What follows belongs to an exercise in optimizing a design on an open flow for small area and a short achievable clock period; a production flow would make more cautious choices. The RTL was checked by simulation tests, not by an equivalence proof against the original design.

## flow/design.v (module list and top-level ports; edited modules follow where they fit)
// module CSA_3_2: 10 lines
// module BOOTH_ENC: 10 lines
// module HA_2_2: 9 lines
// module CPA_32: 267 lines
// module conv1d: 2204 lines
module conv1d (
    input clk,
    input rst_n,
    input w_valid,
    input [47:0] w_in,
    input [15:0] x,
    input [15:0] b,
    output [31:0] y
);
  // ...
==> flow/flow/run.sh <==
#!/bin/bash
# The standard layout (the standard.sh, unchanged), with plain buf_1
# cells as the port buffers instead of the delay buffers that ORFS's
# buffer_ports picks by default.  standard.sh's full output goes to
# standard.log; ORFS writes each step's log under orfs/logs/.
export BUFFER_PORTS_ARGS="-buffer_cell sky130_fd_sc_hd__buf_1"
bash standard.sh > standard.log 2>&1
==> flow/standard.sh <==
#!/bin/bash
# synth_recipe.tcl (not shown) runs the flow's synth.tcl, then flattens the netlist and writes it again
# the make line also repeats each setting of config.mk as NAME=value (left out here)
make -C /OpenROAD-flow-scripts/flow DESIGN_CONFIG=/design/flow/config.mk WORK_HOME=/design/flow/orfs CLKGATE_MAP_FILE= SYNTH_SCRIPT=/design/flow/synth_recipe.tcl "${@:-finish}"
==> flow/config.mk <==
export PLATFORM = sky130hd
export DESIGN_NAME = conv1d
export DESIGN_NICKNAME = conv1d
export VERILOG_FILES = /design/flow/design.v
export SDC_FILE = /design/flow/constraint.sdc
export NUM_CORES = 4
export LEC_CHECK = 0
export CAP_MARGIN = 70
export CORE_MARGIN = 2
export CORE_UTILIZATION = 65
export CTS_BUF_LIST = sky130_fd_sc_hd__clkbuf_4 sky130_fd_sc_hd__clkbuf_8
export PLACE_DENSITY = 0.75
export SETUP_SLACK_MARGIN = 5
export SLEW_MARGIN = 70
export SYNTH_HIERARCHICAL = 1
export SYNTH_MINIMUM_KEEP_SIZE = 0
==> flow/constraint.sdc <==
create_clock -name core_clock -period 10.0 [get_ports {clk}]
set_input_delay 2.0000 -clock core_clock [delete_from_list [all_inputs] [get_ports {clk}]]
set_output_delay 2.0000 -clock core_clock [all_outputs]
set_load 0.01 [all_outputs]
==> qor.yml, run 1 <==
clock_sinks: 420
drc: 0
slowest_stage: "fa_1"
tns_ps: 0
clk_pin_slew_ps: 60
antennaDiodeCount: 0
dr.pass1.iters: 6
track_usage_pct: 33.3
synth_edf_count: 0
status: "no timing/DRC/antenna violations"
drv_cap: 0
regMostFlops: "yr"
max_freq_mhz: 240
crit_path_end: "sc3_16"
fin_worst_skew_ps: 48.4
final_max_slew_viol_count: 0
clk_latency_ps: 660
multi_input_gates: 1787
r2r-end: "sc3_16"
ys_warn_count: 7
synth.top_cells.by_count: "425 x xnor2_1, 378 x dfrtp_1, 355 x fa_1"
hpwl_um: 53300
cts_max_path_buffers: 3
synth-xor-area-share_pct: 14.2
==> run 2: changes to the inputs <==
--- a/flow/config.mk
+++ b/flow/config.mk
@@ -8,7 +8,7 @@
 export CAP_MARGIN = 70
 export CORE_MARGIN = 2
-export CORE_UTILIZATION = 65
+export CORE_UTILIZATION = 72
 export CTS_BUF_LIST = sky130_fd_sc_hd__clkbuf_4 sky130_fd_sc_hd__clkbuf_8
-export PLACE_DENSITY = 0.75
+export PLACE_DENSITY = 0.8
 export SETUP_SLACK_MARGIN = 5
 export SLEW_MARGIN = 70
==> qor.yml, run 2 <==
top_regs: "yr x32, br x17"  # unchanged
max_stage_delay_ps: 490  # was 470 ps
rsz0062_at_grt: "false"  # unchanged
syn_area_um2: 30400  # unchanged
grt_first_pass_wirelength_um: 123000  # was 122000 um
crit_family: "adder cells"  # unchanged
place_inst: 2930  # was 3002
synth_area_leader_cell: "dfrtp_1"  # unchanged
worstPathArrival_ps: 4740  # was 4680 ps
post_synth_inst_count: 2444  # unchanged
tns_ps: 0  # unchanged
antenna_found_initial: 0  # unchanged
synth_area_leaders: "dfrtp_1 31%, fa_1 23%, xnor2_1 12%"  # unchanged
antennaDiodeCount: 0  # unchanged
nets: 3043  # was 3048
ys_types: 61  # unchanged
layout-drive-gt1-share_pct: 15.1  # was 15.3%
yosysSeqAreaShare_pct: 34.4  # unchanged
rows: 75  # was 79
area_growth_syn_to_layout_pct: 9.78  # was 10.6%
gp_congestion: 0.897  # was 0.891
setup_violations: 0  # unchanged
fp.dieW_um: 209  # was 220 um
ant_nets: 0  # unchanged
final_max_slew_viol_count: 0  # unchanged
setup_ws_ps: 5790  # was 5830 ps
clock_sinks: 420  # unchanged
layout.cells.non_filler: 3074  # was 3144
path_buf_inv: 1  # was 0
cts_tree: "done"  # unchanged
syn_avg_cell_area_um2: 12.4  # unchanged
fin_worst_skew_ps: 25.7  # was 48.4 ps
layout_common_cells: "423 x xnor2_1, 355 x fa_1, 347 x a22oi_1, 340 x dfrtp_1, 132 x ha_1"  # was 422 x xnor2_1, 355 x fa_1, 347 x a22oi_1, 340 x dfrtp_1, 132 x ha_1
critPathCaptureType: "register"  # unchanged
cts-buffers-inserted: 74  # was 73
min_period_over_period_pct: 42.1  # was 41.7%
grt_max_degree: 61  # was 58
die_area_um2: 43800  # was 48500 um2
hpwl_um: 53100  # was 53300 um
io_pins: 115  # unchanged
cp.required_ps: 10530  # was 10500 ps
final_cell_area_um2: 33300  # was 33600 um2
regMostFlops: "yr"  # unchanged
cp_max_fo: 4  # unchanged
track_usage_pct: 36.6  # was 33.3%
placed_area_um2: 31400  # was 31700 um2
status: "no timing/DRC/antenna violations"  # unchanged
cts_max_path_buffers: 3  # unchanged
core-area_um2: 41800  # was 46400 um2
hold_path.class: "register to register"  # unchanged
synth_top_area_share_pct: 31.1  # unchanged
dieHeight_um: 209  # was 220 um
synth.top_cells.by_count: "425 x xnor2_1, 378 x dfrtp_1, 355 x fa_1"  # unchanged
floorplan.initialDensity_pct: 72.7  # was 65.5%
hold_ws_ps: 344  # was 329 ps
largest_reg_flops: 32  # unchanged
port_buffers: 114  # unchanged
fill_cells: 2360  # was 3129
path_cells: "ha_1, fa_1, a21o_2, a221oi_2, clkbuf_2, o2bb2ai_1, o21ai_0, xor2_1, ha_1, ha_1, xor2_1, fa_1, fa_1"  # was ha_1, fa_1, a21o_2, a221oi_2, o2bb2ai_1, o21ai_0, xor2_1, ha_1, ha_1, xor2_1, fa_1, fa_1
max_freq_mhz: 238  # was 240 MHz
root_buffer: "clkbuf_8"  # unchanged
via_count: 20700  # was 20300
synthArstFlopShare_pct: 96.2  # unchanged
clk_pin_slew_ps: 60  # about the same
period_minus_slack_ps: 4210  # was 4170 ps
synthFlopType: "dfrtp_1"  # unchanged
cts-resized-gates: 0  # unchanged
avgRoutedWirePerCell_um: 25.2  # was 24.6 um
multi_input_area_um2: 18900  # unchanged
dr.pass1.iters: 7  # was 6
postCtsHoldBufs: 0  # unchanged
utilization_pct: 79.8  # was 72.4%
grt_pass1_vias: 22700  # was 22300
overflow: 0  # unchanged
clk_latency_ps: 670  # was 660 ps
h-tree-depth: 3  # unchanged
hold_violations: 0  # unchanged
synth_edf_count: 0  # unchanged
ys_warn_count: 7  # unchanged
routed_wirelength_um: 77500  # was 77300 um
final_common_cell: "xnor2_1"  # unchanged
place_ws_ps: 5350  # was 5370 ps
ys_ff_latch: 420  # unchanged
drc: 0  # unchanged
drv_cap: 0  # unchanged
cts_setup_buffers: 0  # unchanged
drt_iter0_drc: 2097  # was 1916
critical_path_class: "register to register"  # unchanged
avgViaCountPerCell: 6.73  # was 6.47
critPathLaunchType: "register"  # unchanged
synth.most_common_cell: "xnor2_1"  # unchanged
slowest_stage: "fa_1"  # unchanged
seqCellArea_um2: 10500  # about the same
-- run 2: cell type report --
type / instances / share of cell area, %
multi-input cells: 1787 / 56.8
flip-flops and latches: 420 / 31.6
clock buffers: 110 / 4.30
repair buffers: 181 / 4.10
well taps: 539 / 2.02
clock inverters: 28 / 1.09
inverters: 9 / 0.101
-- run 2: path summary, 6_finish.rpt --
kind	startpoint	endpoint	cells after the start	slack (ps)
worst max register to register	bc0_0	sc3_16	13	5790
worst min register to register	ac0_25	a20_25	0	340
worst min-delay path	ac0_25	a20_25	0	340
worst max-delay path	bc0_0	sc3_16	13	5790
max in group asynchronous	rst_n	sc0_30	4	7480
min in group asynchronous	rst_n	yr[0]	1	1240
-- run 2: worst register-to-register path, stage by stage (launching register included) --
cell	delay, ps
dfrtp_1	380
ha_1	230
fa_1	400
a21o_2	250
a221oi_2	310
clkbuf_2	210
o2bb2ai_1	210
o21ai_0	170
xor2_1	170
ha_1	250
ha_1	270
xor2_1	300
fa_1	490
fa_1	430
-- run 2: routing by layer --
| layer | share of wire, % | GRT usage (%) |
|---|---|---|
| met5 | 0 | 0 |
| met4 | 3.9 | 16.2 |
| met3 | 9.3 | 7.90 |
| met2 | 50 | 62.0 |
| met1 | 37 | 46.0 |
-- run 2: kinds of logic (layout without fill, tap and decap cells) --
kind of cell,Yosys count,count (layout),synth area share [%]
multiplexers,48,48,1.98
XOR/XNOR,492,492,14.2
flip-flops,420,420,34.4
buffers and inverters,241,328,3.67
other,1,5,0.0123
AO/OA/AOI/OAI,576,576,14.1
AND/OR/NAND/NOR,179,179,2.80
adder cells (fa/ha/maj),487,487,28.8
-- run 2: per-module statistics from Yosys, one instance, submodules excluded --
module / flip-flops and latches / cell area [um2] / copies in the design
BOOTH_ENC: 0 / 38.8 / 8
CSA_3_2: 0 / 20.0 / 353
CPA_32: 0 / 1620 / 2
HA_2_2: 0 / 12.5 / 66
conv1d: 420 / 18900 / 1

port drivers added, routing unchanged:
Ports are ideal in the flow. The routed layouts listed here were re-timed in OpenROAD. Step 1 (the two cells are an assumption about what drives the block):
set clk [get_ports {clk}]
set_driving_cell -lib_cell sky130_fd_sc_hd__clkbuf_16 $clk
set_driving_cell -lib_cell sky130_fd_sc_hd__buf_2 [delete_from_list [all_inputs] $clk]
Step 2, shift: input delay + t, output delay - t, t = (earliest + latest rising clock arrival at the registers) / 2. This alone moves slack from input paths to output paths. Slacks: ideal / step 1 / step 2; pairs: ideal / step 1.
run	shift t [ns]	setup slack, ns	clock arrival spread, ns	slew at the worst register clock pin (ns)
run 1	0.699	5.827 / 5.827 / 5.332	0.048 / 0.048	0.07 / 0.07
run 2	0.716	5.792 / 5.792 / 5.334	0.026 / 0.026	0.07 / 0.07
After both steps every run listed still meets setup and hold. For run 1, which loses most, drivers alone change the setup slack by 0.000 ns; drivers and shift together by -0.495 ns.
